This design comes from an exercise in tuning for small area on the open sky130 flow, not from production work.
Where RTL was checked, it was by simulation tests only, not by an equivalence proof against the original.
Power is estimated from default activity; no workload was simulated.

Setup of lane 2:
==> module TOP_MODULE, before the edit <==
module TOP_MODULE#(
    parameter NUM_DUT = 2,
    parameter UART_CNT_BAUDRATE = 216,
    parameter UART_FIFO_BYTE_SIZE = 3,
    parameter TEST_ENV_CMDS_BITWIDTH = 2,
    parameter TEST_ENV_ADR_WIDTH = 6,
    parameter TEST_ENV_DATA_BITWIDTH = 16
)(
    input wire          CLK_100MHz,
    input wire          RSTN,
    output wire [3:0]   LED,
    output reg          UART_TX,
    input wire          UART_RX
);
    localparam [9:0] T_SEED = 10'h3FF;
    localparam [9:0] T_MID  = 10'h05F;
    localparam [9:0] T_END  = 10'h329;
    reg [9:0]  tmr;
    reg [3:0]  bst;
    reg [1:0]  byte_i;   
    reg [23:0] sr;       
    reg        ans_ok;   
    wire idle     = (bst == 4'd1);
    wire bit_mid  = (tmr == T_MID);
    wire bit_end  = (tmr == T_END);
    wire last_bit = (bst == 4'd0);
    wire fr_last  = last_bit & (byte_i == 2'd2);
    wire step_a   = fr_last;
    wire step_b   = fr_last & bit_end;
    wire step_c   = idle & (byte_i == 2'd0);
    wire [5:0]  f_adr  = sr[5:0];
    wire [1:0]  f_cmd  = sr[7:6];
    wire [15:0] f_data = {sr[15:8], sr[23:16]};
    reg [1:0]  sel;
    reg        ledbit;
    reg        din_ok;   
    reg        evalid;   
    reg [15:0] rreg;     
    wire is_ctl   = (f_cmd == 2'd0);
    wire is_wr    = (f_cmd == 2'd1);
    wire start    = is_ctl & f_adr[0];
    wire [1:0] new_sel = (is_ctl & f_adr[1]) ? f_data[2:1] : sel;
    reg [15:0] head;
    always @(*) begin
        case ({sel[1], f_adr[0]})
            2'b00: head = sel[0] ? 16'h0610 : 16'h0410;
            2'b01: head = sel[0] ? 16'h0841 : 16'h0800;
            2'b10: head = 16'hF210;
            default: head = 16'h08FC;
        endcase
    end
    wire [15:0] rdata = (f_cmd == 2'd3) ? head : (sel == 2'd0) ? 16'd123 : rreg;
    reg [15:0] ring [0:60];
    reg [5:0]  pc;
    wire at_adr = (pc == f_adr);
    wire at_din = &pc[5:2];    
    wire ram_wr = step_a & is_wr & (at_din | (at_adr & (sel == 2'd2)));
    wire r_ring = step_c & ((at_adr & (sel == 2'd2) & !is_wr) |
                            (at_din & (sel == 2'd1) & start & din_ok));
    wire r_const = step_b & (new_sel == 2'd1) & (start ? !din_ok : !evalid);
    integer i;
    always @(posedge CLK_100MHz) begin
        ring[0] <= ram_wr ? f_data : ring[60];
        for (i = 1; i < 61; i = i + 1)
            ring[i] <= ring[i-1];
        if (r_ring)
            rreg <= ring[60];
        else if (r_const)
            rreg <= 16'd0;
    end
    wire pc_jump = &pc[4:0];
    always @(posedge CLK_100MHz) begin
        if (!RSTN)
            pc <= 6'd0;
        else
            pc <= {pc[4:2], pc[1] & !pc_jump, pc[0], ~(pc[5] ^ pc[4]) | pc_jump};
    end
    always @(posedge CLK_100MHz) begin
        tmr  <= (idle | bit_end) ? T_SEED : {tmr[8:0], tmr[9] ^ tmr[6]};
        if (bit_mid & bst[3])
            sr <= {UART_RX, sr[23:1]};
        else if (step_b) begin
            sr[15:8]  <= rdata[15:8];
            sr[23:16] <= rdata[7:0];
        end
    end
    always @(posedge CLK_100MHz) begin
        if (!RSTN) begin
            bst     <= 4'd1;
            byte_i  <= 2'd0;
            UART_TX <= 1'b1;
            ans_ok  <= 1'b0;
        end else begin
            if (idle) begin
                if (!UART_RX) begin
                    bst     <= 4'd7;
                    UART_TX <= 1'b0;
                end
            end else begin
                if ((bit_mid & !last_bit) | (bit_end & last_bit))
                    bst <= bst + 4'd1;
                if (bit_end) begin
                    UART_TX <= last_bit | (ans_ok & sr[0]);
                    if (last_bit)
                        byte_i <= (byte_i == 2'd2) ? 2'd0 : byte_i + 2'd1;
                end
            end
            if (step_b)
                ans_ok <= 1'b1;
        end
    end
    always @(posedge CLK_100MHz) begin
        if (!RSTN) begin
            sel    <= 2'd0;
            ledbit <= 1'b0;
            din_ok <= 1'b0;
            evalid <= 1'b0;
        end else if (step_b) begin
            sel <= new_sel;
            if (is_ctl & f_adr[3])
                ledbit <= ~ledbit;
            else if (is_ctl & f_adr[2])
                ledbit <= f_data[0];
            if (is_wr)
                din_ok <= 1'b1;
            evalid <= (new_sel == 2'd1) & (start | evalid);
        end
    end
    assign LED[0] = ledbit;
    assign LED[1] = step_b & start;
    assign LED[2] = sel[0];
    assign LED[3] = sel[1] | evalid;
endmodule
==> flow/config.mk <==
export PLATFORM = sky130hd
export DESIGN_NAME = TOP_MODULE
export DESIGN_NICKNAME = TOP_MODULE
export VERILOG_FILES = /design/flow/design.v
export SDC_FILE = /design/flow/constraint.sdc
export NUM_CORES = 4
export LEC_CHECK = 0
export CAP_MARGIN = 20
export CORE_MARGIN = 2
export CORE_UTILIZATION = 72
export SLEW_MARGIN = 20
==> flow/constraint.sdc <==
create_clock -name core_clock -period 10.0 [get_ports {CLK_100MHz}]
set_input_delay 2.0000 -clock core_clock [delete_from_list [all_inputs] [get_ports {CLK_100MHz}]]
set_output_delay 2.0000 -clock core_clock [all_outputs]
set_load 0.01 [all_outputs]
standard.sh (not shown) runs the stock make flow with config.mk's settings and CLKGATE_MAP_FILE= SYNTH_SCRIPT=/design/flow/synth_recipe.tcl, a recipe that flattens the netlist after the stock synthesis.
==> flow/flow/run.sh <==
#!/bin/bash
# Standard ORFS layout with custom clock-tree and port-buffer arguments.
set -euo pipefail
export CTS_ARGS="-sink_clustering_enable -repair_clock_nets -sink_clustering_size 22 -sink_clustering_max_diameter 50 -buf_list sky130_fd_sc_hd__clkbuf_8 -dont_use_dummy_load"
export BUFFER_PORTS_ARGS="-buffer_cell sky130_fd_sc_hd__buf_1"
bash standard.sh finish > orfs_make.log 2>&1
Setup changes, lane 2 to lane 5
--- a/flow/design.v
+++ b/flow/design.v
@@ -13,21 +13,23 @@
     input wire          UART_RX
 );
     localparam [9:0] T_SEED = 10'h3FF;
     localparam [9:0] T_MID  = 10'h05F;
     localparam [9:0] T_END  = 10'h329;
+    localparam [5:0] DIN_SLOT = 6'd60;
     reg [9:0]  tmr;
-    reg [3:0]  bst;
+    reg        late;     
+    reg [3:0]  bst;      
     reg [1:0]  byte_i;   
     reg [23:0] sr;       
     reg        ans_ok;   
-    wire idle     = (bst == 4'd1);
+    wire idle     = (bst == 4'd0);
     wire bit_mid  = (tmr == T_MID);
     wire bit_end  = (tmr == T_END);
-    wire last_bit = (bst == 4'd0);
+    wire last_bit = (bst == 4'd15);
     wire fr_last  = last_bit & (byte_i == 2'd2);
-    wire step_a   = fr_last;
+    wire step_a   = fr_last & late;
     wire step_b   = fr_last & bit_end;
     wire step_c   = idle & (byte_i == 2'd0);
     wire [5:0]  f_adr  = sr[5:0];
     wire [1:0]  f_cmd  = sr[7:6];
     wire [15:0] f_data = {sr[15:8], sr[23:16]};
@@ -47,65 +49,65 @@
             2'b01: head = sel[0] ? 16'h0841 : 16'h0800;
             2'b10: head = 16'hF210;
             default: head = 16'h08FC;
         endcase
     end
-    wire [15:0] rdata = (f_cmd == 2'd3) ? head : (sel == 2'd0) ? 16'd123 : rreg;
+    wire [15:0] rdata = (f_cmd == 2'd3) ? head : rreg;
     reg [15:0] ring [0:60];
     reg [5:0]  pc;
     wire at_adr = (pc == f_adr);
-    wire at_din = &pc[5:2];    
+    wire at_din = (pc == DIN_SLOT);
     wire ram_wr = step_a & is_wr & (at_din | (at_adr & (sel == 2'd2)));
     wire r_ring = step_c & ((at_adr & (sel == 2'd2) & !is_wr) |
                             (at_din & (sel == 2'd1) & start & din_ok));
-    wire r_const = step_b & (new_sel == 2'd1) & (start ? !din_ok : !evalid);
+    wire r_const = (step_c & (sel == 2'd0)) |
+                   (step_b & (new_sel == 2'd1) & (start ? !din_ok : !evalid));
+    wire [15:0] r_k = idle ? 16'd123 : 16'd0;
     integer i;
     always @(posedge CLK_100MHz) begin
         ring[0] <= ram_wr ? f_data : ring[60];
         for (i = 1; i < 61; i = i + 1)
             ring[i] <= ring[i-1];
         if (r_ring)
             rreg <= ring[60];
         else if (r_const)
-            rreg <= 16'd0;
+            rreg <= r_k;
     end
     wire pc_jump = &pc[4:0];
     always @(posedge CLK_100MHz) begin
         if (!RSTN)
             pc <= 6'd0;
         else
             pc <= {pc[4:2], pc[1] & !pc_jump, pc[0], ~(pc[5] ^ pc[4]) | pc_jump};
     end
     always @(posedge CLK_100MHz) begin
         tmr  <= (idle | bit_end) ? T_SEED : {tmr[8:0], tmr[9] ^ tmr[6]};
+        late <= bit_mid | (late & !bit_end);
         if (bit_mid & bst[3])
             sr <= {UART_RX, sr[23:1]};
         else if (step_b) begin
             sr[15:8]  <= rdata[15:8];
             sr[23:16] <= rdata[7:0];
         end
     end
     always @(posedge CLK_100MHz) begin
         if (!RSTN) begin
-            bst     <= 4'd1;
+            bst     <= 4'd0;
             byte_i  <= 2'd0;
             UART_TX <= 1'b1;
             ans_ok  <= 1'b0;
         end else begin
             if (idle) begin
                 if (!UART_RX) begin
                     bst     <= 4'd7;
                     UART_TX <= 1'b0;
                 end
-            end else begin
-                if ((bit_mid & !last_bit) | (bit_end & last_bit))
-                    bst <= bst + 4'd1;
-                if (bit_end) begin
-                    UART_TX <= last_bit | (ans_ok & sr[0]);
-                    if (last_bit)
-                        byte_i <= (byte_i == 2'd2) ? 2'd0 : byte_i + 2'd1;
-                end
+            end else if (bit_end) begin
+                bst     <= bst + 4'd1;
+                UART_TX <= last_bit | (ans_ok & sr[0]);
+                if (last_bit)
+                    byte_i <= (byte_i == 2'd2) ? 2'd0 : byte_i + 2'd1;
             end
             if (step_b)
                 ans_ok <= 1'b1;
         end
     end
Results
- The final reports for lane 5 and lane 2 show met2 track demand over resource in global routing higher in the former.
- Lane 5 vs. lane 2: part of the total power dissipated in combinational logic went down by 0.5 points.
- Initial standard-cell utilization of the core in lane 5 is 0.17 points above lane 2.
- Measured against each other, lane 2 and lane 5 differ in final period demand of the worst path, the higher figure coming from lane 2.
- Compared with lane 2, lane 5 shows synthesized cell count that has gone up slightly.
- In the reports for lane 2 and lane 5, the larger via count belongs to lane 5.
- Number of standard cells in the layout, taps in and fillers out: lane 2 vs lane 5, no meaningful difference
- Relative to lane 2, the post-route clock period utilization of lane 5 is lower by 1.7 points.
- The number of flip-flops and latches of lane 5 and that of lane 2 are within noise of each other.
- ~same cell area after synthesis in lane 2 and lane 5
- Diff lane 2 -> lane 5: switching power summed over all nets lost about 1.3%, instance count after placement with tap cells included neither gained nor lost much.
- The lower data arrival time of the critical path of lane 2 and lane 5 is in lane 5.
- The HPWL after detailed placement of lane 2 and that of lane 5 are within noise of each other.
Only the layout flow was run in lane 2; the RTL was not checked for function there.

-- afterwards: timing with drivers on the ports --
Ports are ideal in the flow. The routed layouts listed here were re-timed in OpenROAD.
Step 1 (the two cells are an assumption about what drives the block):
set clk [get_ports {CLK_100MHz}]
set_driving_cell -lib_cell sky130_fd_sc_hd__clkbuf_16 $clk
set_driving_cell -lib_cell sky130_fd_sc_hd__buf_2 [delete_from_list [all_inputs] $clk]
Step 2 times the ports against the registers' clock, not the clock port: input delays grow and output delays shrink by t, the midpoint of the rising clock arrivals with the driver on.
Slacks: no drivers / after step 1 / after step 2; pairs: no drivers / after step 1.
run	t (ns)	setup slack, ns	worst setup path at the end	latest minus earliest clock arrival (ns)
lane 2	0.638	5.545 / 5.499 / 6.137	register to output	0.088 / 0.088
lane 5	0.632	5.716 / 5.669 / 6.301	register to output	0.070 / 0.070
After both steps every run listed still meets setup and hold.
